Background: an optimization exercise with open tools, aiming at small area. Do not read the settings as production practice.
In this exercise RTL edits were held to simulation tests only and were not proved equivalent to the original.

## flow/design.v (module list and top-level ports; edited modules follow where they fit)
// module div_unit: 88 lines
// module add_bk33: 214 lines
// module mul_unit: 27 lines
// module booth32t: 3325 lines
// module add_bk64: 427 lines
// module add_bk32: 207 lines
// module int_alu_top: 127 lines
module int_alu_top (
    input  logic        clk          ,
    input  logic        rst_n        ,
    input  logic        in_valid     ,
    input  logic [ 4:0] in_microop   ,
    input  logic [31:0] in_data1     ,
    input  logic [31:0] in_data2     ,
    input  logic [ 5:0] in_dest      ,
    input  logic [ 2:0] in_ticket    ,
    output logic        out_valid    ,
    output logic [ 5:0] out_dest     ,
    output logic [ 2:0] out_ticket   ,
    output logic [31:0] out_data     ,
    output logic        out_exception,
    output logic [ 3:0] out_cause    ,
    output logic        busy
);
  // ...
==> flow/run.sh <==
#!/bin/bash
# synth_recipe.tcl (not shown) runs the flow's synth.tcl, then flattens the netlist and writes it again
# the make line also repeats each setting of config.mk as NAME=value (left out here)
make -C /OpenROAD-flow-scripts/flow DESIGN_CONFIG=/design/flow/config.mk WORK_HOME=/design/flow/orfs CLKGATE_MAP_FILE= SYNTH_SCRIPT=/design/flow/synth_recipe.tcl finish
==> flow/config.mk <==
export PLATFORM = sky130hd
export DESIGN_NAME = int_alu_top
export DESIGN_NICKNAME = int_alu_top
export VERILOG_FILES = /design/flow/design.v
export SDC_FILE = /design/flow/constraint.sdc
export NUM_CORES = 4
export LEC_CHECK = 0
export ABC_AREA = 1
export CAP_MARGIN = 0
export CORE_MARGIN = 2
export CORE_UTILIZATION = 55
export SLEW_MARGIN = 0
==> flow/constraint.sdc <==
create_clock -name core_clock -period 10.0 [get_ports {clk}]
set_input_delay 2.0000 -clock core_clock [delete_from_list [all_inputs] [get_ports {clk}]]
set_output_delay 2.0000 -clock core_clock [all_outputs]
set_load 0.01 [all_outputs]
==> Implementation_results.wiki, run 1 <==
{| class="wikitable"
! Metric !! Value
|-
| Drt drc || 0
|-
| Non-clock buffer share of cell area || 8.40%
|-
| Worst path top cell family by delay || buffers and inverters
|-
| Top routing layer used || met5
|-
| Result of the run || finished clean
|-
| Top cells by count, synth || sky130_fd_sc_hd__xor2_1 (612), sky130_fd_sc_hd__inv_1 (536), sky130_fd_sc_hd__fa_1 (535)
|-
| Origin of the worst setup path || in_microop[2]
|-
| Synth Area in XOR/XNOR || 14.5%
|-
| CTS max path bufs || 2
|-
| Most utilized layer in the global route result || met2
|-
| Leading post-synthesis cells by cell area || sky130_fd_sc_hd__fa_1 (28%), sky130_fd_sc_hd__xor2_1 (14%), sky130_fd_sc_hd__ha_1 (9.1%), sky130_fd_sc_hd__o22ai_1 (8.3%), sky130_fd_sc_hd__dfxtp_1 (7.7%)
|-
| Starting density of the core || 55.4%
|-
| Worst Hold Depth || 0
|-
| Crit path DAT || 7.72 ns
|-
| Fraction of standard cell area that is sequential || 10.4%
|-
| Predominant post-synthesis flop cell || sky130_fd_sc_hd__dfxtp_1
|-
| Endpoints failing setup || 0
|-
| Total of buffers placed on input and output ports || 124
|-
| FF+latch area || 0.00443 mm^2
|-
| Type of element capturing the critical path || output pin
|-
| Sort of element at the start of the critical path || input pin
|-
| Area fraction in and, or, nand and nor cells after synthesis || 9.80%
|-
| Peak per-stage delay on the critical path || 0.64 ns
|-
| Tightest Hold Check Type || reg2reg
|-
| Source-to-sink clock delay at the later pin of the worst-skew pair || 0.48 ns
|}
==> run 2: changes to the inputs <==
--- a/flow/config.mk
+++ b/flow/config.mk
@@ -8,5 +8,5 @@
 export ABC_AREA = 1
-export CAP_MARGIN = 0
+export CAP_MARGIN = 20
 export CORE_MARGIN = 2
 export CORE_UTILIZATION = 55
-export SLEW_MARGIN = 0
+export SLEW_MARGIN = 20
==> run 2 against run 1 <==
  * Routed wire length stayed put
  * Largest cell class unchanged
  * Critical endpoint unchanged
  * Critical path type unchanged
  * Cell count unchanged
  * Via count did not move
==> Implementation_results.wiki, run 2 <==
{| class="wikitable"
! Metric !! Value
|-
| Min Clock Period, post-route || 9.72 ns (unchanged)
|-
| Sort of element at the start of the critical path || input pin (unchanged)
|-
| Launch point of the worst hold path || ms2[14] (unchanged)
|-
| Mapped Area || 0.0387 mm^2 (unchanged)
|-
| Result of the run || finished clean (unchanged)
|-
| Most Frequent Cell on Critical Path || sky130_fd_sc_hd__nand2_1 (unchanged)
|-
| Capturing element of the worst setup path || out_data[29] (unchanged)
|-
| Die extent in y || 269 um (unchanged)
|-
| Clock root buffer || sky130_fd_sc_hd__clkbuf_16 (unchanged)
|-
| Layout-stage area growth over the synthesis result || 10.4% (unchanged)
|-
| Top cell type's share of synthesized area || 27.7% (unchanged)
|-
| Most used cells in the layout excluding fill and tap cells || sky130_fd_sc_hd__xor2_1 (612), sky130_fd_sc_hd__fa_1 (535), sky130_fd_sc_hd__inv_1 (527) (unchanged)
|-
| CTS max path bufs || 2 (unchanged)
|-
| Number of pins with negative max-slew slack in the final report || 0 (unchanged)
|-
| Predominant post-synthesis flop cell || sky130_fd_sc_hd__dfxtp_1 (unchanged)
|-
| Most utilized layer in the global route result || met2 (unchanged)
|-
| Post-detailed-routing wire length || 170000 um (unchanged)
|-
| Async set-or-reset flop fraction in the synthesized netlist || 2.53% (unchanged)
|-
| Depth of the CTS H-tree || 4 (unchanged)
|-
| Cell type with the highest aggregate area in the netlist || sky130_fd_sc_hd__fa_1 (unchanged)
|-
| Total of buffers placed on input and output ports || 124 (unchanged)
|-
| Via count of the first global-routing pass || 36300 (unchanged)
|-
| Worst path top cell family by delay || buffers and inverters (unchanged)
|-
| Top-Level Pins || 129 (unchanged)
|-
| Synth unique cells || 65 (unchanged)
|-
| Peak per-stage delay on the critical path || 0.64 ns (about the same)
|-
| Post-synthesis area per instance || 8.33 um^2 (unchanged)
|-
| Post-synth EDFFs || 44 (unchanged)
|-
| Largest net degree at the start of global routing || 89 (unchanged)
|-
| All-Layer GR Usage || 46.3% (unchanged)
|-
| Pre-CTS WS || 0.139 ns (unchanged)
|-
| Type of the setup path with the least slack || in2out (unchanged)
|-
| Type of element capturing the critical path || output pin (unchanged)
|-
| Via-per-instance ratio || 6.56 (unchanged)
|-
| Required arrival time at the worst endpoint || 8.00 ns (about the same)
|-
| Standard-cell rows || 97 (unchanged)
|-
| Initial drt markers || 5072 (unchanged)
|-
| Synthesis-stage register bit count || 198 (unchanged)
|-
| Die Area || 0.0725 mm^2 (unchanged)
|-
| Cell with the largest stage delay on the worst path || sky130_fd_sc_hd__clkdlybuf4s50_1 (unchanged)
|-
| Worst path buffer plus inverter count || 6 (unchanged)
|-
| Vias post-DR || 37100 (unchanged)
|-
| Max Fanout on Critical Path || 8 (unchanged)
|-
| Sequential-to-total area share from yosys stat || 11.4% (unchanged)
|-
| Leading post-synthesis cells by cell area || sky130_fd_sc_hd__fa_1 (28%), sky130_fd_sc_hd__xor2_1 (14%), sky130_fd_sc_hd__ha_1 (9.1%), sky130_fd_sc_hd__o22ai_1 (8.3%), sky130_fd_sc_hd__dfxtp_1 (7.7%) (unchanged)
|-
| Endpoints failing setup || 0 (unchanged)
|-
| Detailed Place HPWL || 132000 um (unchanged)
|-
| Top cells by count, synth || sky130_fd_sc_hd__xor2_1 (612), sky130_fd_sc_hd__inv_1 (536), sky130_fd_sc_hd__fa_1 (535) (unchanged)
|-
| Last weighted congestion value of the routability-driven placer || 1.06 (unchanged)
|-
| Tightest Pin Transition || 1.20 ns (unchanged)
|-
| Chip Width || 269 um (unchanged)
|-
| Tightest Hold Check Type || reg2reg (unchanged)
|-
| Area of the core || 0.0699 mm^2 (unchanged)
|-
| Post-Synthesis Cells || 4647 (unchanged)
|-
| Share of layout cells above drive strength 1 || 9.42% (unchanged)
|-
| Met2 Resource Use GR || 67.3% (unchanged)
|-
| Antenna-violating nets left || 0 (unchanged)
|-
| Clock sink total || 198 (unchanged)
|-
| Post-route clock period utilization || 97.2% (unchanged)
|-
| Clock buffer count from CTS || 17 (unchanged)
|-
| Met3 global-route usage || 15.0% (unchanged)
|-
| # nets final || 5598 (unchanged)
|-
| End of the worst register-to-register path || div_unit.rem_q[26] (unchanged)
|-
| Worst-case register-to-register setup slack || 1.18 ns (about the same)
|-
| Clock tree from TritonCTS || done (unchanged)
|-
| Crit path DAT || 7.72 ns (about the same)
|-
| Antenna violations before repair || 7 (unchanged)
|-
| Global-route congestion overflow total || 0 (unchanged)
|-
| Max cap viols || 0 (unchanged)
|-
| Total count of hold-check failures in the final report || 0 (unchanged)
|-
| Origin of the worst setup path || in_microop[2] (unchanged)
|-
| Library cell with the highest instance count after synthesis || sky130_fd_sc_hd__xor2_1 (unchanged)
|-
| Headroom to the max-slew limit || 19.2% (unchanged)
|-
| Post-route worst setup slack || 0.277 ns (unchanged)
|-
| Total negative slack for setup checks || 0 ns (unchanged)
|-
| Most common library cell in the layout ignoring fill and taps || sky130_fd_sc_hd__xor2_1 (unchanged)
|-
| Number of warning messages in the yosys log || 2 (unchanged)
|-
| Cell count along the critical path || 31 (unchanged)
|-
| Total iterations of the first detailed-routing run || 6 (unchanged)
|-
| M1 GR Usage || 59.1% (unchanged)
|-
| Drt drc || 0 (unchanged)
|-
| Launching point of the worst reg2reg path || ms1[2] (unchanged)
|-
| Source-to-sink clock delay at the later pin of the worst-skew pair || 0.48 ns (about the same)
|-
| Clk_skew || 0.0236 ns (unchanged)
|-
| Starting density of the core || 55.4% (unchanged)
|-
| Clock edge transition at the registers on the reported setup and hold paths || 0.09 ns (about the same)
|-
| Wirelength per Cell || 30.1 um (unchanged)
|-
| Wire length of the first global-routing pass || 248000 um (unchanged)
|-
| Fmax || 0.103 GHz (unchanged)
|-
| Number of cells on the worst reg-to-reg path || 38 (unchanged)
|}
## run 2: cells by family after synthesis
kind of cell | after synthesis | synth area share (%)
AO/OA/AOI/OAI | 1133 | 17.7
other | 2 | 0.0194
flip-flops | 198 | 11.4
buffers and inverters | 958 | 9.39
multiplexers | 14 | 0.394
XOR/XNOR | 641 | 14.5
adder cells (fa/ha/maj) | 817 | 36.8
AND/OR/NAND/NOR | 884 | 9.80
## run 2: timing repair
action	in CTS	in global routing
resized for setup	0	15
hold buffers	0	0
setup endpoints to repair	0	5
buffers inserted	0	7
## run 2: layout make-up
class / count / area [um^2]
inverter: 571 / 2150
fill: 6357 / 27100
clock inverter: 15 / 190
antenna: 3 / 7.51
sequential: 198 / 4430
timing repair buffer: 417 / 3590
tap: 940 / 1180
multi-input combinational: 3495 / 30800
clock buffer: 17 / 425
## run 2: how the worst min path moves through the flow
stage	endpoint	slack (ns)	cells after the start
after floorplan	ms3[0]	0.31	0
after global placement	ms3[29]	0.31	0
after detailed placement	ms3[23]	0.31	0
after CTS	ms3[14]	0.32	0
after global routing	ms3[23]	0.32	0
final	ms3[14]	0.32	0
## run 2: routing by layer
layer / up-vias / part of all wire, %
li1: 15600 / -
met1: 18000 / 37
met2: 2809 / 41
met3: 689 / 14
met4: 10 / 7.9
met5: - / 0.12
## run 2: per-stage QoR
stage          utilization (%)  hold slack, ns  std cells  instance area (um^2)
4_1_cts                   61.0           0.319       5644                 42600
6_report                  61.2           0.320       5656                 42800
5_1_grt                   61.2           0.320       5653                 42800
3_3_place_gp              60.1           0.310       5612                 42000
3_5_place_dp              60.1           0.312       5612                 42000
2_1_floorplan                -           0.310       4649                 38700
==> run 3: changes to the inputs <==
==> flow/flow/run.sh (new file) <==
#!/bin/bash
# The standard layout, with the port buffers (which the standard flow also
# inserts) taken from the smallest buffer cell instead of clkdlybuf4s50_1.
set -euo pipefail
bash standard.sh BUFFER_PORTS_ARGS="-buffer_cell sky130_fd_sc_hd__buf_1" finish > layout.log 2>&1
==> flow/standard.sh (new file) <==
#!/bin/bash
# synth_recipe.tcl (not shown) runs the flow's synth.tcl, then flattens the netlist and writes it again
# the make line also repeats each setting of config.mk as NAME=value (left out here)
make -C /OpenROAD-flow-scripts/flow DESIGN_CONFIG=/design/flow/config.mk WORK_HOME=/design/flow/orfs CLKGATE_MAP_FILE= SYNTH_SCRIPT=/design/flow/synth_recipe.tcl "${@:-finish}"
removed: flow/run.sh
==> run 3 against run 2 <==
  * Critical endpoint is now out_data[30]
  * Cell count shrank 1.3%
  * Utilization shrank 2.1 points
  * Critical path depth shrank 3
  * Sequential cell count is the same
  * Routed wire length shrank 0.90%
  * Critical path type unchanged
  * Global-route usage shrank 0.26 points
  * Area after synthesis is the same
==> Implementation_results.wiki, run 3 <==
{| class="wikitable"
! Metric !! Value
|-
| Peak per-stage delay on the critical path || 0.42 ns (was 0.64 ns)
|-
| Max cap viols || 0 (unchanged)
|-
| Clock edge transition at the registers on the reported setup and hold paths || 0.09 ns (about the same)
|-
| Antenna-violating nets left || 0 (unchanged)
|-
| Synth unique cells || 65 (unchanged)
|-
| Vias post-DR || 36600 (was 37100)
|-
| # nets final || 5519 (was 5598)
|-
| Initial drt markers || 4590 (was 5072)
|-
| Result of the run || finished clean (unchanged)
|-
| Resized Gates After CTS || 0 (unchanged)
|-
| Total of hold buffers inserted after clock tree synthesis || 0 (unchanged)
|-
| Post-synthesis area per instance || 8.33 um^2 (unchanged)
|-
| Predominant post-synthesis flop cell || sky130_fd_sc_hd__dfxtp_1 (unchanged)
|-
| Source-to-sink clock delay at the later pin of the worst-skew pair || 0.48 ns (about the same)
|-
| Number of warning messages in the yosys log || 2 (unchanged)
|-
| Sequential-to-total area share from yosys stat || 11.4% (unchanged)
|-
| CTS max path bufs || 2 (unchanged)
|-
| Setup repair after global routing missed its margin || no
|-
| Clock sink total || 198 (unchanged)
|-
| Share of layout cells above drive strength 1 || 7.88% (was 9.42%)
|-
| Combinational family with the most area after synthesis || adder cells (unchanged)
|-
| Cell with the largest stage delay on the worst path || sky130_fd_sc_hd__nor2_4 (was sky130_fd_sc_hd__clkdlybuf4s50_1)
|-
| Layout-stage area growth over the synthesis result || 6.64% (was 10.4%)
|-
| Type of the setup path with the least slack || in2out (unchanged)
|-
| Detailed Place HPWL || 128000 um (was 132000 um)
|-
| Top cells by count, synth || sky130_fd_sc_hd__xor2_1 (612), sky130_fd_sc_hd__inv_1 (536), sky130_fd_sc_hd__fa_1 (535) (unchanged)
|-
| Most Frequent Cell on Critical Path || sky130_fd_sc_hd__o21ai_0 (was sky130_fd_sc_hd__nand2_1)
|-
| Min Clock Period, post-route || 9.56 ns (was 9.72 ns)
|-
| Drt drc || 0 (unchanged)
|-
| All-Layer GR Usage || 46.0% (was 46.3%)
|-
| Total count of hold-check failures in the final report || 0 (unchanged)
|-
| Total iterations of the first detailed-routing run || 7 (was 6)
|-
| Total negative slack for setup checks || 0 ns (unchanged)
|-
| Worst-case hold slack || 0.323 ns (was 0.320 ns)
|-
| Last weighted congestion value of the routability-driven placer || 1.04 (was 1.06)
|-
| Area share of fa/ha/maj cells after synthesis || 36.8% (unchanged)
|-
| Most used cells in the layout excluding fill and tap cells || sky130_fd_sc_hd__xor2_1 (612), sky130_fd_sc_hd__fa_1 (535), sky130_fd_sc_hd__inv_1 (526) (was sky130_fd_sc_hd__xor2_1 (612), sky130_fd_sc_hd__fa_1 (535), sky130_fd_sc_hd__inv_1 (527))
|-
| Library cell with the highest instance count after synthesis || sky130_fd_sc_hd__xor2_1 (unchanged)
|-
| Fraction of the core area covered by cells at the end of the flow || 59.1% (was 61.2%)
|-
| Synth Area in XOR/XNOR || 14.5% (unchanged)
|-
| Crit path DAT || 7.56 ns (was 7.72 ns)
|-
| Synthesis-stage register bit count || 198 (unchanged)
|-
| Clock root buffer || sky130_fd_sc_hd__clkbuf_16 (unchanged)
|-
| Number of buffers added for setup after CTS || 0 (unchanged)
|-
| Sort of element at the start of the critical path || input pin (unchanged)
|-
| End of the worst register-to-register path || div_unit.rem_q[26] (unchanged)
|-
| Endpoints failing setup || 0 (unchanged)
|-
| Mux share of post-synthesis cell area || 0.394% (unchanged)
|-
| Post-Synthesis Cells || 4647 (unchanged)
|-
| Number of cells on the worst reg-to-reg path || 34 (was 38)
|-
| Wirelength per Cell || 30.2 um (was 30.1 um)
|-
| Max Fanout on Critical Path || 27 (was 8)
|-
| Chip Width || 269 um (unchanged)
|-
| Clock tree from TritonCTS || done (unchanged)
|-
| Tightest Hold Check Type || reg2reg (unchanged)
|-
| Post-route clock period utilization || 95.6% (was 97.2%)
|-
| Capturing element of the worst setup path || out_data[30] (was out_data[29])
|-
| Wire length of the first global-routing pass || 246000 um (was 248000 um)
|-
| Required arrival time at the worst endpoint || 8.00 ns (about the same)
|-
| Via count of the first global-routing pass || 35600 (was 36300)
|-
| Worst Hold Depth || 0 (unchanged)
|-
| Global-route congestion overflow total || 0 (unchanged)
|-
| Largest net degree at the start of global routing || 72 (was 89)
|-
| Total of buffers placed on input and output ports || 124 (unchanged)
|-
| Mapped Area || 0.0387 mm^2 (unchanged)
|-
| Async set-or-reset flop fraction in the synthesized netlist || 2.53% (unchanged)
|-
| Type of element capturing the critical path || output pin (unchanged)
|-
| Fmax || 0.105 GHz (was 0.103 GHz)
|-
| Antenna violations before repair || 9 (was 7)
|-
| Area of the core || 0.0699 mm^2 (unchanged)
|-
| Tightest Pin Transition || 1.24 ns (was 1.20 ns)
|-
| Top cell type's share of synthesized area || 27.7% (unchanged)
|-
| Launching point of the worst reg2reg path || ms1[2] (unchanged)
|-
| Clk_skew || 0.0227 ns (was 0.0236 ns)
|-
| Number of pins with negative max-slew slack in the final report || 0 (unchanged)
|-
| Depth of the CTS H-tree || 4 (unchanged)
|-
| Die extent in y || 269 um (unchanged)
|-
| Post-detailed-routing wire length || 169000 um (was 170000 um)
|-
| Starting density of the core || 55.4% (unchanged)
|-
| Via-per-instance ratio || 6.56 (about the same)
|-
| Post-synth EDFFs || 44 (unchanged)
|-
| Standard-cell rows || 97 (unchanged)
|-
| Synth Area in Compound Gates || 17.7% (unchanged)
|-
| Clock buffer count from CTS || 17 (unchanged)
|-
| Most common library cell in the layout ignoring fill and taps || sky130_fd_sc_hd__xor2_1 (unchanged)
|-
| Die Area || 0.0725 mm^2 (unchanged)
|-
| Area fraction in and, or, nand and nor cells after synthesis || 9.80% (unchanged)
|-
| Worst-case register-to-register setup slack || 1.52 ns (was 1.18 ns)
|-
| Leading post-synthesis cells by cell area || sky130_fd_sc_hd__fa_1 (28%), sky130_fd_sc_hd__xor2_1 (14%), sky130_fd_sc_hd__ha_1 (9.1%), sky130_fd_sc_hd__o22ai_1 (8.3%), sky130_fd_sc_hd__dfxtp_1 (7.7%) (unchanged)
|-
| Origin of the worst setup path || in_microop[1] (was in_microop[2])
|-
| Headroom to the max-slew limit || 17.3% (was 19.2%)
|-
| Cell type with the highest aggregate area in the netlist || sky130_fd_sc_hd__fa_1 (unchanged)
|-
| Top-Level Pins || 129 (unchanged)
|}
==> run 3: cells by family after synthesis <==
group / count (synthesis)
compound gates: 1133
xor+xnor: 641
mux: 14
fa+ha+maj: 817
simple gates: 884
buf+inv: 958
flops: 198
other cells: 2
==> run 3: worst max-delay path: cells and delay by family <==
kind | cells | cell delay (ns)
fa+ha+maj | 2 | 0.55
xor+xnor | 2 | 0.54
simple gates | 10 | 1.65
compound gates | 10 | 1.81
buf+inv | 4 | 0.93
==> run 3: cell type report <==
| type | count | area (um^2) |
|---|---|---|
| clock inverter | 14 | 179 |
| antenna | 8 | 20.0 |
| sequential | 198 | 4430 |
| multi-input combinational | 3493 | 30800 |
| tap | 940 | 1180 |
| fill | 6597 | 28600 |
| inverter | 571 | 2150 |
| clock buffer | 18 | 429 |
| timing repair buffer | 340 | 2170 |
==> run 3: layer usage <==
metal  share of wire, %  global-route usage, %
met1                 39                   61.0
met2                 41                   66.0
met3                 13                   14.1
met4                7.1                   27.5
met5              0.060                      0
==> run 3: stage by stage <==
step / area (um^2) / worst slack, ns / instances
finish: 41300 / 0.444 / 5582
floorplan: 38700 / 1.44 / 4649
global placement: 40700 / 0.491 / 5542
detailed placement: 40700 / 0.456 / 5542
global route: 41300 / 0.0524 / 5574
CTS: 41300 / 0.630 / 5574
==> run 3: worst min path at each step <==
stage / start / slack [ns] / end
finish: ms2[21] / 0.32 / ms3[21]
global route: ms2[23] / 0.33 / ms3[23]
CTS: mt2[2] / 0.32 / mt3[2]
detailed placement: ms2[15] / 0.31 / ms3[15]
global placement: mv1 / 0.31 / mv2
floorplan: ms2[0] / 0.31 / ms3[0]
==> run 4: changes to the inputs <==
==> flow/flow/run.sh (replaced) <==
#!/bin/bash
# The standard layout, except that the port buffers (which the standard
# flow inserts on every input and output) use the smallest buffer cell,
# sky130_fd_sc_hd__buf_1, instead of the one buffer_ports picks by default.
# Synthesis is the standard one, run unchanged. Each step's log is kept here;
# ORFS also keeps every tool's own log under orfs/logs/.
set -euo pipefail
bash standard.sh synth > synth.log 2>&1
bash standard.sh BUFFER_PORTS_ARGS="-buffer_cell sky130_fd_sc_hd__buf_1" finish > layout.log 2>&1
--- a/flow/config.mk
+++ b/flow/config.mk
@@ -11,2 +11,3 @@
 export CORE_UTILIZATION = 55
+export PLACE_DENSITY = 0.75
 export SLEW_MARGIN = 20
==> run 4 against run 3 <==
  * Worst hold slack got worse by 0.0026 ns
  * Non-clock buffer count decreased by 7
  * Critical path depth unchanged
  * Cell count decreased by 0.23%
  * Still clean
  * First-iteration DRC count increased by 11%
==> Implementation_results.wiki, run 4 <==
{| class="wikitable"
! Metric !! Value
|-
| Result of the run || finished clean (unchanged)
|-
| Crit path DAT || 9.80 ns (was 7.56 ns)
|-
| Tightest Pin Transition || 1.16 ns (was 1.24 ns)
|-
| Sort of element at the start of the critical path || input pin (unchanged)
|-
| Total negative slack for setup checks || 0 ns (unchanged)
|-
| Type of the setup path with the least slack || in2reg (was in2out)
|-
| Clk_skew || 0.0304 ns (was 0.0227 ns)
|-
| Filler cell count || 6347 (was 6597)
|-
| Detailed Place HPWL || 115000 um (was 128000 um)
|-
| Peak per-stage delay on the critical path || 0.68 ns (was 0.42 ns)
|-
| Required arrival time at the worst endpoint || 10.20 ns (was 8.00 ns)
|-
| Wirelength per Cell || 27.3 um (was 30.2 um)
|-
| Post-synthesis area per instance || 8.33 um^2 (unchanged)
|-
| Most common library cell in the layout ignoring fill and taps || sky130_fd_sc_hd__xor2_1 (unchanged)
|-
| Starting density of the core || 55.4% (unchanged)
|-
| Post-Synthesis Cells || 4647 (unchanged)
|-
| Layout-stage area growth over the synthesis result || 6.43% (was 6.64%)
|-
| Top-Level Pins || 129 (unchanged)
|-
| Last weighted congestion value of the routability-driven placer || 1.04 (about the same)
|-
| Leading post-synthesis cells by cell area || sky130_fd_sc_hd__fa_1 (28%), sky130_fd_sc_hd__xor2_1 (14%), sky130_fd_sc_hd__ha_1 (9.1%), sky130_fd_sc_hd__o22ai_1 (8.3%), sky130_fd_sc_hd__dfxtp_1 (7.7%) (unchanged)
|-
| Clock edge transition at the registers on the reported setup and hold paths || 0.07 ns (was 0.09 ns)
|-
| Wire length of the first global-routing pass || 227000 um (was 246000 um)
|-
| Depth of the CTS H-tree || 4 (unchanged)
|-
| CTS max path bufs || 2 (unchanged)
|-
| Chip Width || 269 um (unchanged)
|-
| # nets final || 5512 (was 5519)
|-
| Post-route clock period utilization || 96.1% (was 95.6%)
|-
| Total count of hold-check failures in the final report || 0 (unchanged)
|-
| Number of warning messages in the yosys log || 2 (unchanged)
|-
| Standard-cell rows || 97 (unchanged)
|-
| FF+latch area || 0.00443 mm^2 (unchanged)
|-
| Async set-or-reset flop fraction in the synthesized netlist || 2.53% (unchanged)
|-
| Vias post-DR || 36800 (was 36600)
|-
| Clock tree from TritonCTS || done (unchanged)
|-
| Sequential-to-total area share from yosys stat || 11.4% (unchanged)
|-
| Most used cells in the layout excluding fill and tap cells || sky130_fd_sc_hd__xor2_1 (612), sky130_fd_sc_hd__fa_1 (535), sky130_fd_sc_hd__inv_1 (532) (was sky130_fd_sc_hd__xor2_1 (612), sky130_fd_sc_hd__fa_1 (535), sky130_fd_sc_hd__inv_1 (526))
|-
| Number of cells on the worst reg-to-reg path || 35 (was 34)
|-
| Synth unique cells || 65 (unchanged)
|-
| Number of pins with negative max-slew slack in the final report || 0 (unchanged)
|-
| Tightest Hold Check Type || reg2reg (unchanged)
|-
| Cell with the largest stage delay on the worst path || sky130_fd_sc_hd__fa_1 (was sky130_fd_sc_hd__nor2_4)
|-
| Post-synth EDFFs || 44 (unchanged)
|-
| Total of buffers placed on input and output ports || 124 (unchanged)
|-
| Most Frequent Cell on Critical Path || sky130_fd_sc_hd__fa_1 (was sky130_fd_sc_hd__o21ai_0)
|-
| Total iterations of the first detailed-routing run || 8 (was 7)
|-
| Antenna violations before repair || 7 (was 9)
|-
| Top cells by count, synth || sky130_fd_sc_hd__xor2_1 (612), sky130_fd_sc_hd__inv_1 (536), sky130_fd_sc_hd__fa_1 (535) (unchanged)
|-
| Clock root buffer || sky130_fd_sc_hd__clkbuf_16 (unchanged)
|-
| Global-route congestion overflow total || 0 (unchanged)
|-
| Cell type with the highest aggregate area in the netlist || sky130_fd_sc_hd__fa_1 (unchanged)
|-
| Synthesis-stage register bit count || 198 (unchanged)
|-
| Endpoints failing setup || 0 (unchanged)
|-
| Mapped Area || 0.0387 mm^2 (unchanged)
|-
| Drt drc || 0 (unchanged)
|-
| Type of element capturing the critical path || flip-flop (was output pin)
|-
| Via count of the first global-routing pass || 36200 (was 35600)
|-
| Clock sink total || 198 (unchanged)
|-
| Source-to-sink clock delay at the later pin of the worst-skew pair || 0.49 ns (was 0.48 ns)
|-
| Post-detailed-routing wire length || 152000 um (was 169000 um)
|-
| Headroom to the max-slew limit || 22.1% (was 17.3%)
|-
| Footprint of the multi-input gates || 0.0308 mm^2 (about the same)
|-
| Library cell with the highest instance count after synthesis || sky130_fd_sc_hd__xor2_1 (unchanged)
|-
| Die extent in y || 269 um (unchanged)
|-
| Initial drt markers || 5096 (was 4590)
|-
| Fmax || 0.104 GHz (was 0.105 GHz)
|-
| Max cap viols || 0 (unchanged)
|-
| Setup repair after global routing missed its margin || no (unchanged)
|-
| Number of buffers added for setup after CTS || 0 (unchanged)
|-
| Worst Hold Depth || 0 (unchanged)
|-
| Clock buffer count from CTS || 17 (unchanged)
|-
| Largest net degree at the start of global routing || 79 (was 72)
|-
| Antenna-violating nets left || 0 (unchanged)
|-
| All-Layer GR Usage || 41.4% (was 46.0%)
|-
| Area of the core || 0.0699 mm^2 (unchanged)
|-
| Predominant post-synthesis flop cell || sky130_fd_sc_hd__dfxtp_1 (unchanged)
|-
| Max Fanout on Critical Path || 14 (was 27)
|-
| Die Area || 0.0725 mm^2 (unchanged)
|-
| Top cell type's share of synthesized area || 27.7% (unchanged)
|-
| Min Clock Period, post-route || 9.61 ns (was 9.56 ns)
|-
| Share of layout cells above drive strength 1 || 7.69% (was 7.88%)
|-
| Via-per-instance ratio || 6.61 (was 6.56)
|}
[run 4: critical path: cells and delay by family]
kind	cells	cell delay (ns)
AND/OR/NAND/NOR	7	0.94
adder cells (fa/ha/maj)	8	3.69
AO/OA/AOI/OAI	5	1.19
buffers and inverters	6	1.55
XOR/XNOR	2	0.39
[run 4: kinds of logic after synthesis]
kind of cell / after synthesis / synth area share, %
buf+inv: 958 / 9.39
fa+ha+maj: 817 / 36.8
simple gates: 884 / 9.80
xor+xnor: 641 / 14.5
other cells: 2 / 0.0194
mux: 14 / 0.394
compound gates: 1133 / 17.7
flops: 198 / 11.4
[run 4: worst paths after layout]
kind / startpoint / to / slack (ns)
max in group asynchronous: rst_n / div_unit.act / 8.40
worst min-delay path: mt2[7] / mt3[7] / 0.32
min in group asynchronous: rst_n / div_unit.cnt[3] / 1.37
worst max-delay path: in_data2[13] / ms1[24] / 0.39
worst min register to register: mt2[7] / mt3[7] / 0.32
worst max register to register: ms1[2] / div_unit.rem_q[22] / 1.91
[run 4: what timing repair did]
item | in CTS | in global routing
setup endpoints to repair | 0 | 1
gates resized for setup | 0 | 3
hold buffers | 0 | 0
[run 4: routing by layer]
| metal | routed length, um | share of wire (%) | up-vias | GRT usage [%] |
|---|---|---|---|---|
| met4 | 11100 | 7.3 | 12 | 23.9 |
| met2 | 64300 | 42 | 2901 | 61.7 |
| li1 | - | - | 15400 | - |
| met3 | 22000 | 14 | 780 | 13.9 |
| met5 | 204 | 0.13 | - | 0 |
| met1 | 54600 | 36 | 17700 | 52.4 |
[run 4: area by class of cell]
type,instances,area share [%]
Antenna cell,2,0.0121
Clock buffer,19,1.07
Clock inverter,13,0.325
Inverter,571,5.21
Multi-Input combinational cell,3493,74.6
Sequential cell,198,10.7
Tap cell,940,2.85
Timing Repair Buffer,333,5.12
[run 4: stage by stage]
step           hold slack (ns)  instance area, um^2  cells  setup slack [ns]  utilization, %
2_1_floorplan            0.310                38700   4649              1.44               -
6_report                 0.321                41200   5569             0.395            59.0
5_1_grt                  0.320                41200   5568            0.0491            59.0
4_1_cts                  0.322                41200   5567             0.690            58.9
3_5_place_dp             0.312                40600   5535             0.281            58.1
3_3_place_gp             0.310                40600   5535             0.331            58.1
==> run 5: changes to the inputs <==
--- a/flow/config.mk
+++ b/flow/config.mk
@@ -11,3 +11,2 @@
 export CORE_UTILIZATION = 55
-export PLACE_DENSITY = 0.75
 export SLEW_MARGIN = 20
==> run 5 against run 4 <==
  * Still clean on timing, DRC and antenna
  * Critical path depth is the same
  * Synthesized cell count is the same
  * Clock skew shrank 0.0077 ns
  * Setup slack gained 0.050 ns
  * Worst hold slack gained 0.0026 ns
  * Maximum frequency grew 0.52%
  * Area after synthesis is the same
  * Cell area grew 0.20%
  * Highest routed layer unchanged
==> Implementation_results.wiki, run 5 <==
{| class="wikitable"
! Metric !! Value
|-
| Post-synth EDFFs || 44 (unchanged)
|-
| Total of buffers placed on input and output ports || 124 (unchanged)
|-
| Mux share of post-synthesis cell area || 0.394% (unchanged)
|-
| Resized Gates After CTS || 0 (unchanged)
|-
| Starting density of the core || 55.4% (unchanged)
|-
| Library cell with the highest instance count after synthesis || sky130_fd_sc_hd__xor2_1 (unchanged)
|-
| Setup repair after global routing missed its margin || no (unchanged)
|-
| Tightest Hold Check Type || reg2reg (unchanged)
|-
| Most used cells in the layout excluding fill and tap cells || sky130_fd_sc_hd__xor2_1 (612), sky130_fd_sc_hd__fa_1 (535), sky130_fd_sc_hd__inv_1 (526) (was sky130_fd_sc_hd__xor2_1 (612), sky130_fd_sc_hd__fa_1 (535), sky130_fd_sc_hd__inv_1 (532))
|-
| Wire length of the first global-routing pass || 246000 um (was 227000 um)
|-
| Final cell area excluding filler cells || 0.0413 mm^2 (was 0.0412 mm^2)
|-
| Leading post-synthesis cells by cell area || sky130_fd_sc_hd__fa_1 (28%), sky130_fd_sc_hd__xor2_1 (14%), sky130_fd_sc_hd__ha_1 (9.1%), sky130_fd_sc_hd__o22ai_1 (8.3%), sky130_fd_sc_hd__dfxtp_1 (7.7%) (unchanged)
|-
| Total iterations of the first detailed-routing run || 7 (was 8)
|-
| Clock buffer count from CTS || 17 (unchanged)
|-
| Post-Synthesis Cells || 4647 (unchanged)
|-
| Async set-or-reset flop fraction in the synthesized netlist || 2.53% (unchanged)
|-
| Synth Area in Compound Gates || 17.7% (unchanged)
|-
| Sort of element at the start of the critical path || input pin (unchanged)
|-
| Standard-cell rows || 97 (unchanged)
|-
| Antenna violations before repair || 9 (was 7)
|-
| Cell type with the highest aggregate area in the netlist || sky130_fd_sc_hd__fa_1 (unchanged)
|-
| Drt drc || 0 (unchanged)
|-
| Clock root buffer || sky130_fd_sc_hd__clkbuf_16 (unchanged)
|-
| Number of pins with negative max-slew slack in the final report || 0 (unchanged)
|-
| Required arrival time at the worst endpoint || 8.00 ns (was 10.20 ns)
|-
| Fmax || 0.105 GHz (was 0.104 GHz)
|-
| Most common library cell in the layout ignoring fill and taps || sky130_fd_sc_hd__xor2_1 (unchanged)
|-
| Total negative slack for setup checks || 0 ns (unchanged)
|-
| Via count of the first global-routing pass || 35600 (was 36200)
|-
| Area share of fa/ha/maj cells after synthesis || 36.8% (unchanged)
|-
| # nets final || 5519 (was 5512)
|-
| Wirelength per Cell || 30.2 um (was 27.3 um)
|-
| Detailed Place HPWL || 128000 um (was 115000 um)
|-
| Area of the core || 0.0699 mm^2 (unchanged)
|-
| Last weighted congestion value of the routability-driven placer || 1.04 (about the same)
|-
| Worst-case hold slack || 0.323 ns (was 0.321 ns)
|-
| Type of the setup path with the least slack || in2out (was in2reg)
|-
| Post-synthesis area per instance || 8.33 um^2 (unchanged)
|-
| Depth of the CTS H-tree || 4 (unchanged)
|-
| Area fraction in and, or, nand and nor cells after synthesis || 9.80% (unchanged)
|-
| Via-per-instance ratio || 6.56 (was 6.61)
|-
| Clock sink total || 198 (unchanged)
|-
| Die extent in y || 269 um (unchanged)
|-
| Predominant post-synthesis flop cell || sky130_fd_sc_hd__dfxtp_1 (unchanged)
|-
| Endpoints failing setup || 0 (unchanged)
|-
| Global-route congestion overflow total || 0 (unchanged)
|-
| Max cap viols || 0 (unchanged)
|-
| Pre-CTS WS || 0.456 ns (was 0.281 ns)
|-
| Post-detailed-routing wire length || 169000 um (was 152000 um)
|-
| Initial drt markers || 4590 (was 5096)
|-
| Number of warning messages in the yosys log || 2 (unchanged)
|-
| CTS max path bufs || 2 (unchanged)
|-
| Total count of hold-check failures in the final report || 0 (unchanged)
|-
| Number of buffers added for setup after CTS || 0 (unchanged)
|-
| Top-Level Pins || 129 (unchanged)
|-
| Largest net degree at the start of global routing || 72 (was 79)
|-
| Source-to-sink clock delay at the later pin of the worst-skew pair || 0.48 ns (was 0.49 ns)
|-
| Die Area || 0.0725 mm^2 (unchanged)
|-
| Synth Area in XOR/XNOR || 14.5% (unchanged)
|-
| Top cell type's share of synthesized area || 27.7% (unchanged)
|-
| Sequential-to-total area share from yosys stat || 11.4% (unchanged)
|-
| All-Layer GR Usage || 46.0% (was 41.4%)
|-
| Mapped Area || 0.0387 mm^2 (unchanged)
|-
| Top cells by count, synth || sky130_fd_sc_hd__xor2_1 (612), sky130_fd_sc_hd__inv_1 (536), sky130_fd_sc_hd__fa_1 (535) (unchanged)
|-
| Antenna-violating nets left || 0 (unchanged)
|-
| Clock edge transition at the registers on the reported setup and hold paths || 0.09 ns (was 0.07 ns)
|-
| Share of layout cells above drive strength 1 || 7.88% (was 7.69%)
|-
| Synthesis-stage register bit count || 198 (unchanged)
|-
| Synth unique cells || 65 (unchanged)
|-
| Total of hold buffers inserted after clock tree synthesis || 0 (unchanged)
|-
| Min Clock Period, post-route || 9.56 ns (was 9.61 ns)
|-
| Clock tree from TritonCTS || done (unchanged)
|-
| Result of the run || finished clean (unchanged)
|-
| Headroom to the max-slew limit || 17.3% (was 22.1%)
|-
| Crit path DAT || 7.56 ns (was 9.80 ns)
|-
| Layout-stage area growth over the synthesis result || 6.64% (was 6.43%)
|-
| Post-route worst setup slack || 0.444 ns (was 0.395 ns)
|-
| Post-Place Cell Area || 0.0407 mm^2 (was 0.0406 mm^2)
|-
| Vias post-DR || 36600 (was 36800)
|-
| Clk_skew || 0.0227 ns (was 0.0304 ns)
|-
| Max Fanout on Critical Path || 27 (was 14)
|-
| Post-route clock period utilization || 95.6% (was 96.1%)
|-
| Filler cell count || 6597 (was 6347)
|-
| Combinational family with the most area after synthesis || adder cells (unchanged)
|-
| Tightest Pin Transition || 1.24 ns (was 1.16 ns)
|-
| Chip Width || 269 um (unchanged)
|-
| Type of element capturing the critical path || output pin (was flip-flop)
|}
## run 5: cell types whose count changed in the layout (fill, tap and decap cells not counted), sizes merged
cell	change
buf	+6
diode	+6
clkinv	+4
inv	-3
## run 5: cell type report
type | instances | area [um^2] | area share [%]
well taps | 940 | 1180 | 2.85
clock buffers | 18 | 429 | 1.04
multi-input cells | 3493 | 30800 | 74.5
diodes | 8 | 20.0 | 0.0485
repair buffers | 340 | 2170 | 5.24
flip-flops and latches | 198 | 4430 | 10.7
clock inverters | 14 | 179 | 0.433
inverters | 571 | 2150 | 5.20
## run 5: logic make-up (layout without fill, tap and decap cells)
group / Yosys count / after routing
other: 2 / 12
AOI/OAI and AO/OA: 1133 / 1133
buffers and inverters: 958 / 943
adders and majority gates: 817 / 817
and+or+nand+nor: 884 / 884
muxes: 14 / 14
xor gates and xnor gates: 641 / 641
DFF: 198 / 198
## run 5: worst paths after layout
check                                   start                 end  slack [ns]  cells after the start
worst max-delay path            in_microop[1]        out_data[30]        0.44                     28
worst min-delay path                  ms2[21]             ms3[21]        0.32                      0
worst max register to register         ms1[2]  div_unit.rem_q[26]        1.52                     34
worst min register to register        ms2[21]             ms3[21]        0.32                      0
max in group asynchronous               rst_n        div_unit.act        8.40                      1
min in group asynchronous               rst_n     div_unit.cnt[0]        1.36                      1
## run 5: critical path: stages
cell                        delay, ns
sky130_fd_sc_hd__buf_1           0.28
sky130_fd_sc_hd__nor2_2          0.10
sky130_fd_sc_hd__nand3_2         0.13
sky130_fd_sc_hd__nand2_2         0.07
sky130_fd_sc_hd__nor2_4          0.42
sky130_fd_sc_hd__buf_4           0.37
sky130_fd_sc_hd__a21oi_1         0.09
sky130_fd_sc_hd__o21ai_0         0.18
sky130_fd_sc_hd__o21ai_0         0.18
sky130_fd_sc_hd__xor2_1          0.19
sky130_fd_sc_hd__ha_1            0.34
sky130_fd_sc_hd__a21oi_1         0.20
sky130_fd_sc_hd__o21ai_0         0.10
sky130_fd_sc_hd__inv_1           0.09
sky130_fd_sc_hd__nor2_1          0.04
sky130_fd_sc_hd__nor3_1          0.29
sky130_fd_sc_hd__nand2_1         0.21
sky130_fd_sc_hd__nand2_1         0.12
sky130_fd_sc_hd__nand3_1         0.14
sky130_fd_sc_hd__a31oi_1         0.21
sky130_fd_sc_hd__fa_1            0.21
sky130_fd_sc_hd__xor2_1          0.35
sky130_fd_sc_hd__o21ai_0         0.18
sky130_fd_sc_hd__a2111oi_0       0.39
sky130_fd_sc_hd__o21ai_0         0.17
sky130_fd_sc_hd__nand2_1         0.13
sky130_fd_sc_hd__a21oi_1         0.11
sky130_fd_sc_hd__buf_1           0.19
## run 5: metal layers
layer / track usage, % / vias to the layer above / routed length (um)
li1: - / 15500 / -
met1: 61.0 / 17900 / 65100
met2: 66.0 / 2688 / 69300
met3: 14.1 / 579 / 22200
met4: 27.5 / 10 / 12000
met5: 0 / - / 102
## run 5: stage by stage
| step | cells | utilization, % |
|---|---|---|
| 2_1_floorplan | 4649 | - |
| 3_3_place_gp | 5542 | 58.2 |
| 3_5_place_dp | 5542 | 58.2 |
| 4_1_cts | 5574 | 59.0 |
| 5_1_grt | 5574 | 59.0 |
| 6_report | 5582 | 59.1 |
==> run 6: changes to the inputs <==
--- a/flow/flow/run.sh
+++ b/flow/flow/run.sh
@@ -8,2 +8,2 @@
 bash standard.sh synth > synth.log 2>&1
-bash standard.sh BUFFER_PORTS_ARGS="-buffer_cell sky130_fd_sc_hd__buf_1" finish > layout.log 2>&1
+bash standard.sh BUFFER_PORTS_ARGS="-buffer_cell sky130_fd_sc_hd__buf_1" CTS_ARGS="-sink_clustering_enable -repair_clock_nets -dont_use_dummy_load" finish > layout.log 2>&1
==> run 6 against run 5 <==
  * Utilization is 0.28 points lower
  * Synthesized cell count stayed put
  * Sequential share of layout area is 0.051 points higher
  * Clock skew is 0.0035 ns higher
  * Global-route usage is 0.069 points lower
  * Setup slack worse by 0.0051 ns
  * Cell area is 0.47% lower
  * Clock-buffer cell count is 1 lower
  * Die area stayed put
  * Routed wire length is 0.23% lower
==> Implementation_results.wiki, run 6 <==
{| class="wikitable"
! Metric !! Value
|-
| Drt drc || 0 (unchanged)
|-
| Number of buffers added for setup after CTS || 0 (unchanged)
|-
| Clk_skew || 0.0261 ns (was 0.0227 ns)
|-
| Max Fanout on Critical Path || 27 (unchanged)
|-
| Layout-stage area growth over the synthesis result || 6.14% (was 6.64%)
|-
| Vias post-DR || 36400 (was 36600)
|-
| Synthesis-stage register bit count || 198 (unchanged)
|-
| Sort of element at the start of the critical path || input pin (unchanged)
|-
| Total iterations of the first detailed-routing run || 8 (was 7)
|-
| Total of hold buffers inserted after clock tree synthesis || 0 (unchanged)
|-
| Via count of the first global-routing pass || 35600 (about the same)
|-
| Resized Gates After CTS || 0 (unchanged)
|-
| Wire length of the first global-routing pass || 246000 um (about the same)
|-
| Crit path DAT || 7.56 ns (about the same)
|-
| Source-to-sink clock delay at the later pin of the worst-skew pair || 0.46 ns (was 0.48 ns)
|-
| Top-Level Pins || 129 (unchanged)
|-
| Top cells by count, synth || sky130_fd_sc_hd__xor2_1 (612), sky130_fd_sc_hd__inv_1 (536), sky130_fd_sc_hd__fa_1 (535) (unchanged)
|-
| Chip Width || 269 um (unchanged)
|-
| Depth of the CTS H-tree || 4 (unchanged)
|-
| Async set-or-reset flop fraction in the synthesized netlist || 2.53% (unchanged)
|-
| All-Layer GR Usage || 45.9% (was 46.0%)
|-
| Library cell with the highest instance count after synthesis || sky130_fd_sc_hd__xor2_1 (unchanged)
|-
| Antenna violations before repair || 9 (unchanged)
|-
| Clock edge transition at the registers on the reported setup and hold paths || 0.08 ns (was 0.09 ns)
|-
| Endpoints failing setup || 0 (unchanged)
|-
| Type of the setup path with the least slack || in2out (unchanged)
|-
| Wirelength per Cell || 30.3 um (was 30.2 um)
|-
| Die Area || 0.0725 mm^2 (unchanged)
|-
| Total negative slack for setup checks || 0 ns (unchanged)
|-
| Result of the run || finished clean (unchanged)
|-
| Number of pins with negative max-slew slack in the final report || 0 (unchanged)
|-
| Mapped Area || 0.0387 mm^2 (unchanged)
|-
| Synth unique cells || 65 (unchanged)
|-
| Min Clock Period, post-route || 9.56 ns (about the same)
|-
| Initial drt markers || 4336 (was 4590)
|-
| Number of warning messages in the yosys log || 2 (unchanged)
|-
| Most common library cell in the layout ignoring fill and taps || sky130_fd_sc_hd__xor2_1 (unchanged)
|-
| Area of the core || 0.0699 mm^2 (unchanged)
|-
| Clock sink total || 198 (unchanged)
|-
| Share of layout cells above drive strength 1 || 7.60% (was 7.88%)
|-
| Clock buffer count from CTS || 17 (unchanged)
|-
| Max cap viols || 0 (unchanged)
|-
| Final cell area excluding filler cells || 0.0411 mm^2 (was 0.0413 mm^2)
|-
| Fmax || 0.105 GHz (about the same)
|-
| Standard-cell rows || 97 (unchanged)
|-
| Global-route congestion overflow total || 0 (unchanged)
|-
| Headroom to the max-slew limit || 19.3% (was 17.3%)
|-
| Top cell type's share of synthesized area || 27.7% (unchanged)
|-
| Total of buffers placed on input and output ports || 124 (unchanged)
|-
| Post-detailed-routing wire length || 168000 um (was 169000 um)
|-
| Sequential-to-total area share from yosys stat || 11.4% (unchanged)
|-
| Cell type with the highest aggregate area in the netlist || sky130_fd_sc_hd__fa_1 (unchanged)
|-
| Detailed Place HPWL || 128000 um (unchanged)
|-
| Setup repair after global routing missed its margin || no (unchanged)
|-
| Clock tree from TritonCTS || done (unchanged)
|-
| Via-per-instance ratio || 6.55 (was 6.56)
|-
| Clock root buffer || sky130_fd_sc_hd__clkbuf_16 (unchanged)
|-
| Starting density of the core || 55.4% (unchanged)
|-
| Leading post-synthesis cells by cell area || sky130_fd_sc_hd__fa_1 (28%), sky130_fd_sc_hd__xor2_1 (14%), sky130_fd_sc_hd__ha_1 (9.1%), sky130_fd_sc_hd__o22ai_1 (8.3%), sky130_fd_sc_hd__dfxtp_1 (7.7%) (unchanged)
|-
| Largest net degree at the start of global routing || 72 (unchanged)
|-
| Last weighted congestion value of the routability-driven placer || 1.04 (unchanged)
|-
| Tightest Hold Check Type || reg2reg (unchanged)
|-
| Post-Place Cell Area || 0.0407 mm^2 (unchanged)
|-
| Post-Synthesis Cells || 4647 (unchanged)
|-
| Antenna-violating nets left || 0 (unchanged)
|-
| # nets final || 5519 (unchanged)
|-
| Post-synth EDFFs || 44 (unchanged)
|-
| Die extent in y || 269 um (unchanged)
|-
| Post-synthesis area per instance || 8.33 um^2 (unchanged)
|-
| Predominant post-synthesis flop cell || sky130_fd_sc_hd__dfxtp_1 (unchanged)
|-
| CTS max path bufs || 2 (unchanged)
|-
| Type of element capturing the critical path || output pin (unchanged)
|-
| Most used cells in the layout excluding fill and tap cells || sky130_fd_sc_hd__xor2_1 (612), sky130_fd_sc_hd__fa_1 (535), sky130_fd_sc_hd__inv_1 (526) (unchanged)
|-
| Worst-case register-to-register setup slack || 1.52 ns (about the same)
|-
| Tightest Pin Transition || 1.21 ns (was 1.24 ns)
|-
| Post-route clock period utilization || 95.6% (about the same)
|-
| Required arrival time at the worst endpoint || 8.00 ns (about the same)
|-
| Total count of hold-check failures in the final report || 0 (unchanged)
|}
==> run 6: changes by cell type in the layout (fill, tap and decap cells not counted) <==
cell                        change
sky130_fd_sc_hd__diode_2        -5
sky130_fd_sc_hd__inv_6          -4
sky130_fd_sc_hd__clkinv_4       -3
sky130_fd_sc_hd__clkinv_8       -2
sky130_fd_sc_hd__inv_12         -2
sky130_fd_sc_hd__inv_8          -2
sky130_fd_sc_hd__bufinv_16      -1
sky130_fd_sc_hd__clkbuf_1       -1
==> run 6: cells by family after synthesis <==
logic type | synth area share (%)
mux | 0.394
xor+xnor | 14.5
simple gates | 9.80
compound gates | 17.7
fa+ha+maj | 36.8
other cells | 0.0194
buf+inv | 9.39
flops | 11.4
==> run 6: cell type report <==
cell class | count | area (um^2)
multi-input combinational | 3493 | 30800
fill | 6620 | 28800
sequential | 198 | 4430
timing repair buffer | 340 | 2170
inverter | 571 | 2150
tap | 940 | 1180
clock buffer | 17 | 425
antenna | 3 | 7.51
==> run 6: routing by layer <==
| layer | GRT usage (%) | wire [um] | vias up |
|---|---|---|---|
| met2 | 65.8 | 68600 | 2717 |
| met3 | 14.9 | 23400 | 597 |
| li1 | - | - | 15400 |
| met4 | 27.9 | 12700 | 14 |
| met1 | 60.3 | 63600 | 17700 |
| met5 | 0 | 87 | - |
==> run 6: stage by stage <==
stage               hold slack [ns]  setup slack, ns  util (%)  instances
floorplan                     0.310             1.44         -       4649
global placement              0.310            0.491      58.2       5542
detailed placement            0.312            0.456      58.2       5542
CTS                           0.319            0.630      58.8       5559
global route                  0.324           0.0486      58.8       5559
finish                        0.318            0.439      58.8       5562
==> run 6: worst max-delay path, cell delays in order <==
cell and delay [ns]:
sky130_fd_sc_hd__buf_1 0.28, sky130_fd_sc_hd__nor2_2 0.10, sky130_fd_sc_hd__nand3_2 0.13, sky130_fd_sc_hd__nand2_2 0.07, sky130_fd_sc_hd__nor2_4 0.42, sky130_fd_sc_hd__buf_4 0.37, sky130_fd_sc_hd__a21oi_1 0.09, sky130_fd_sc_hd__o21ai_0 0.19
sky130_fd_sc_hd__o21ai_0 0.19, sky130_fd_sc_hd__xor2_1 0.19, sky130_fd_sc_hd__ha_1 0.34, sky130_fd_sc_hd__a21oi_1 0.21, sky130_fd_sc_hd__o21ai_0 0.10, sky130_fd_sc_hd__inv_1 0.09, sky130_fd_sc_hd__nor2_1 0.04, sky130_fd_sc_hd__nor3_1 0.29
sky130_fd_sc_hd__nand2_1 0.21, sky130_fd_sc_hd__nand2_1 0.12, sky130_fd_sc_hd__nand3_1 0.14, sky130_fd_sc_hd__a31oi_1 0.21, sky130_fd_sc_hd__fa_1 0.21, sky130_fd_sc_hd__xor2_1 0.36, sky130_fd_sc_hd__o21ai_0 0.18, sky130_fd_sc_hd__a2111oi_0 0.38
sky130_fd_sc_hd__o21ai_0 0.17, sky130_fd_sc_hd__nand2_1 0.13, sky130_fd_sc_hd__a21oi_1 0.12, sky130_fd_sc_hd__buf_1 0.19
==> run 6: worst paths after layout <==
kind | start | endpoint | cells after the start
max in group asynchronous | rst_n | div_unit.act | 1
worst min-delay path | mt2[8] | mt3[8] | 0
min in group asynchronous | rst_n | div_unit.cnt[0] | 1
worst min register to register | mt2[8] | mt3[8] | 0
worst max-delay path | in_microop[1] | out_data[30] | 28
worst max register to register | ms1[2] | div_unit.rem_q[26] | 34
==> run 7: changes to the inputs <==
--- a/flow/config.mk
+++ b/flow/config.mk
@@ -11,2 +11,3 @@
 export CORE_UTILIZATION = 55
+export CTS_BUF_LIST = sky130_fd_sc_hd__clkbuf_8
 export SLEW_MARGIN = 20
==> run 7 against run 6 <==
  * Worst hold slack stayed put
  * Non-clock buffer count stayed put
  * Still clean
==> Implementation_results.wiki, run 7 <==
{| class="wikitable"
! Metric !! Value
|-
| Hold worst-path end || mt3[8] (unchanged)
|-
| Number of pins with negative max-slew slack in the final report || 0 (unchanged)
|-
| Launch point of the worst hold path || mt2[8] (unchanged)
|-
| End of the worst register-to-register path || div_unit.rem_q[26] (unchanged)
|-
| Predominant post-synthesis flop cell || sky130_fd_sc_hd__dfxtp_1 (unchanged)
|-
| Max cap viols || 0 (unchanged)
|-
| Post-route clock period utilization || 95.6% (unchanged)
|-
| Launching point of the worst reg2reg path || ms1[2] (unchanged)
|-
| Total count of hold-check failures in the final report || 0 (unchanged)
|-
| Top cell type's share of synthesized area || 27.7% (unchanged)
|-
| Type of the setup path with the least slack || in2out (unchanged)
|-
| Antenna violations before repair || 9 (unchanged)
|-
| # nets final || 5519 (unchanged)
|-
| Wirelength per Cell || 30.3 um (unchanged)
|-
| Via count of the first global-routing pass || 35600 (unchanged)
|-
| Worst-case hold slack || 0.318 ns (unchanged)
|-
| Post-synthesis area per instance || 8.33 um^2 (unchanged)
|-
| Vias post-DR || 36400 (unchanged)
|-
| Clock sink total || 198 (unchanged)
|-
| Area of the core || 0.0699 mm^2 (unchanged)
|-
| Source-to-sink clock delay at the later pin of the worst-skew pair || 0.46 ns (about the same)
|-
| Depth of the CTS H-tree || 4 (unchanged)
|-
| Filler cell count || 6620 (unchanged)
|-
| Fmax || 0.105 GHz (unchanged)
|-
| Synthesis-stage register bit count || 198 (unchanged)
|-
| Result of the run || finished clean (unchanged)
|-
| Top cells by count, synth || sky130_fd_sc_hd__xor2_1 (612), sky130_fd_sc_hd__inv_1 (536), sky130_fd_sc_hd__fa_1 (535) (unchanged)
|-
| Clk_skew || 0.0261 ns (unchanged)
|-
| Headroom to the max-slew limit || 19.3% (unchanged)
|-
| Die Area || 0.0725 mm^2 (unchanged)
|-
| Via-per-instance ratio || 6.55 (unchanged)
|-
| Layout-stage area growth over the synthesis result || 6.14% (unchanged)
|-
| Crit path DAT || 7.56 ns (about the same)
|-
| CTS max path bufs || 2 (unchanged)
|-
| Cell with the largest stage delay on the worst path || sky130_fd_sc_hd__nor2_4 (unchanged)
|-
| Max Fanout on Critical Path || 27 (unchanged)
|-
| Sequential-to-total area share from yosys stat || 11.4% (unchanged)
|-
| Number of cells after detailed placement || 5542 (unchanged)
|-
| Endpoints failing setup || 0 (unchanged)
|-
| Total iterations of the first detailed-routing run || 8 (unchanged)
|-
| Pre-CTS WS || 0.456 ns (unchanged)
|-
| Global-route congestion overflow total || 0 (unchanged)
|-
| Clock tree from TritonCTS || done (unchanged)
|-
| Number of cells on the worst reg-to-reg path || 34 (unchanged)
|-
| Clock root buffer || sky130_fd_sc_hd__clkbuf_16 (unchanged)
|-
| Largest net degree at the start of global routing || 72 (unchanged)
|-
| Standard-cell rows || 97 (unchanged)
|-
| Peak per-stage delay on the critical path || 0.42 ns (about the same)
|-
| Total of buffers placed on input and output ports || 124 (unchanged)
|-
| Last weighted congestion value of the routability-driven placer || 1.04 (unchanged)
|-
| Antenna-violating nets left || 0 (unchanged)
|-
| Sort of element at the start of the critical path || input pin (unchanged)
|-
| Type of element capturing the critical path || output pin (unchanged)
|-
| Number of buffers added for setup after CTS || 0 (unchanged)
|-
| Wire length of the first global-routing pass || 246000 um (unchanged)
|-
| Chip Width || 269 um (unchanged)
|-
| Tightest Pin Transition || 1.21 ns (unchanged)
|-
| Final Instance Count excl. Fillers || 5562 (unchanged)
|-
| Clock edge transition at the registers on the reported setup and hold paths || 0.08 ns (about the same)
|-
| Total of hold buffers inserted after clock tree synthesis || 0 (unchanged)
|-
| Post-Place Cell Area || 0.0407 mm^2 (unchanged)
|-
| Post-detailed-routing wire length || 168000 um (unchanged)
|-
| Initial drt markers || 4336 (unchanged)
|-
| Clock buffer count from CTS || 17 (unchanged)
|-
| Cell type with the highest aggregate area in the netlist || sky130_fd_sc_hd__fa_1 (unchanged)
|-
| Die extent in y || 269 um (unchanged)
|-
| Synth unique cells || 65 (unchanged)
|-
| Detailed Place HPWL || 128000 um (unchanged)
|-
| Most common library cell in the layout ignoring fill and taps || sky130_fd_sc_hd__xor2_1 (unchanged)
|-
| Most used cells in the layout excluding fill and tap cells || sky130_fd_sc_hd__xor2_1 (612), sky130_fd_sc_hd__fa_1 (535), sky130_fd_sc_hd__inv_1 (526) (unchanged)
|-
| Worst-case register-to-register setup slack || 1.52 ns (about the same)
|-
| Drt drc || 0 (unchanged)
|-
| Required arrival time at the worst endpoint || 8.00 ns (about the same)
|-
| Footprint of the multi-input gates || 0.0308 mm^2 (unchanged)
|-
| Post-Synthesis Cells || 4647 (unchanged)
|-
| Worst Hold Depth || 0 (unchanged)
|-
| Min Clock Period, post-route || 9.56 ns (unchanged)
|-
| Post-route worst setup slack || 0.439 ns (unchanged)
|-
| Post-synth EDFFs || 44 (unchanged)
|-
| All-Layer GR Usage || 45.9% (unchanged)
|-
| Number of warning messages in the yosys log || 2 (unchanged)
|-
| Async set-or-reset flop fraction in the synthesized netlist || 2.53% (unchanged)
|-
| Tightest Hold Check Type || reg2reg (unchanged)
|-
| Most Frequent Cell on Critical Path || sky130_fd_sc_hd__o21ai_0 (unchanged)
|-
| Library cell with the highest instance count after synthesis || sky130_fd_sc_hd__xor2_1 (unchanged)
|-
| Setup repair after global routing missed its margin || no (unchanged)
|-
| Share of layout cells above drive strength 1 || 7.60% (unchanged)
|-
| Total negative slack for setup checks || 0 ns (unchanged)
|-
| Leading post-synthesis cells by cell area || sky130_fd_sc_hd__fa_1 (28%), sky130_fd_sc_hd__xor2_1 (14%), sky130_fd_sc_hd__ha_1 (9.1%), sky130_fd_sc_hd__o22ai_1 (8.3%), sky130_fd_sc_hd__dfxtp_1 (7.7%) (unchanged)
|-
| Mapped Area || 0.0387 mm^2 (unchanged)
|-
| Starting density of the core || 55.4% (unchanged)
|-
| Final cell area excluding filler cells || 0.0411 mm^2 (unchanged)
|-
| FF+latch area || 0.00443 mm^2 (unchanged)
|-
| Top-Level Pins || 129 (unchanged)
|-
| Resized Gates After CTS || 0 (unchanged)
|}
==> run 7: cell counts in the layout (fill, tap and decap cells not counted) <==
Identical to the previous run, type by type.
==> run 7: worst max path at each step <==
stage,slack [ns],end,depth (start not counted),from
floorplan,1.44,ms1[13],27,in_data2[0]
global placement,0.49,ms1[12],28,in_data2[7]
detailed placement,0.46,ms1[13],27,in_data2[7]
CTS,0.63,out_data[30],28,in_microop[1]
global route,0.05,out_data[30],28,in_microop[2]
finish,0.44,out_data[30],28,in_microop[1]
==> run 7: layout make-up <==
class / instances / area share, %
multi-input cells: 3493 / 74.8
well taps: 940 / 2.86
inverters: 571 / 5.22
diodes: 3 / 0.0183
flip-flops and latches: 198 / 10.8
repair buffers: 340 / 5.27
clock buffers: 17 / 1.03
==> run 7: kinds of logic (layout without fill, tap and decap cells) <==
group                      Yosys count  count (layout)  share of synthesized area, %
other                                2               7                        0.0194
adders and majority gates          817             817                          36.8
xor gates and xnor gates           641             641                          14.5
muxes                               14              14                         0.394
DFF                                198             198                          11.4
buffers and inverters              958             928                          9.39
AOI/OAI and AO/OA                 1133            1133                          17.7
and+or+nand+nor                    884             884                          9.80
==> run 7: through the flow <==
stage          utilization [%]
2_1_floorplan                -
3_3_place_gp              58.2
3_5_place_dp              58.2
4_1_cts                   58.8
5_1_grt                   58.8
6_report                  58.8
==> run 7: layer usage <==
| metal | wire [um] | global-route usage [%] | vias to the layer above |
|---|---|---|---|
| met5 | 87 | 0 | - |
| met3 | 23400 | 14.9 | 597 |
| met1 | 63600 | 60.3 | 17700 |
| met4 | 12700 | 27.9 | 14 |
| li1 | - | - | 15400 |
| met2 | 68600 | 65.8 | 2717 |
==> run 7: critical path, delay by kind of cell <==
kind	cells	cell delay, ns
fa+ha+maj	2	0.55
xor+xnor	2	0.55
compound gates	10	1.84
simple gates	10	1.65
buf+inv	4	0.93

## afterwards: timing with drivers on the ports
Ports are ideal in the flow. The routed layouts listed here were re-timed in OpenROAD.
Step 1: set_driving_cell puts a clkbuf_16 on clk and a buf_2 on each other input, an assumption about the parent block.
Step 2 adds t to the input delays and takes it off the output delays; t is the mean of the earliest and latest rising clock arrival at the registers after step 1. Input paths then give back, and output paths get back, about the clock's delay inside the block.
Slacks: ideal ports / drivers / drivers and shift; pairs: ideal ports / drivers.
run	t, ns	setup slack, ns	worst setup path after step 2	cell pins on the clock port's net
run 1	0.520	0.277 / 0.241 / 0.005	input to register	1
run 2	0.520	0.277 / 0.241 / 0.005	input to register	1
run 3	0.520	0.444 / 0.406 / 0.141	input to register	1
run 4	0.534	0.395 / 0.422 / -0.112	input to register	1
run 5	0.520	0.444 / 0.406 / 0.141	input to register	1
run 6	0.501	0.439 / 0.400 / 0.222	input to register	1
run 7	0.501	0.439 / 0.400 / 0.222	input to register	1
Met with ideal ports but missed after step 2: setup timing in run 4. For run 4, which loses most, drivers alone change the setup slack by +0.027 ns; drivers and shift together by -0.507 ns.
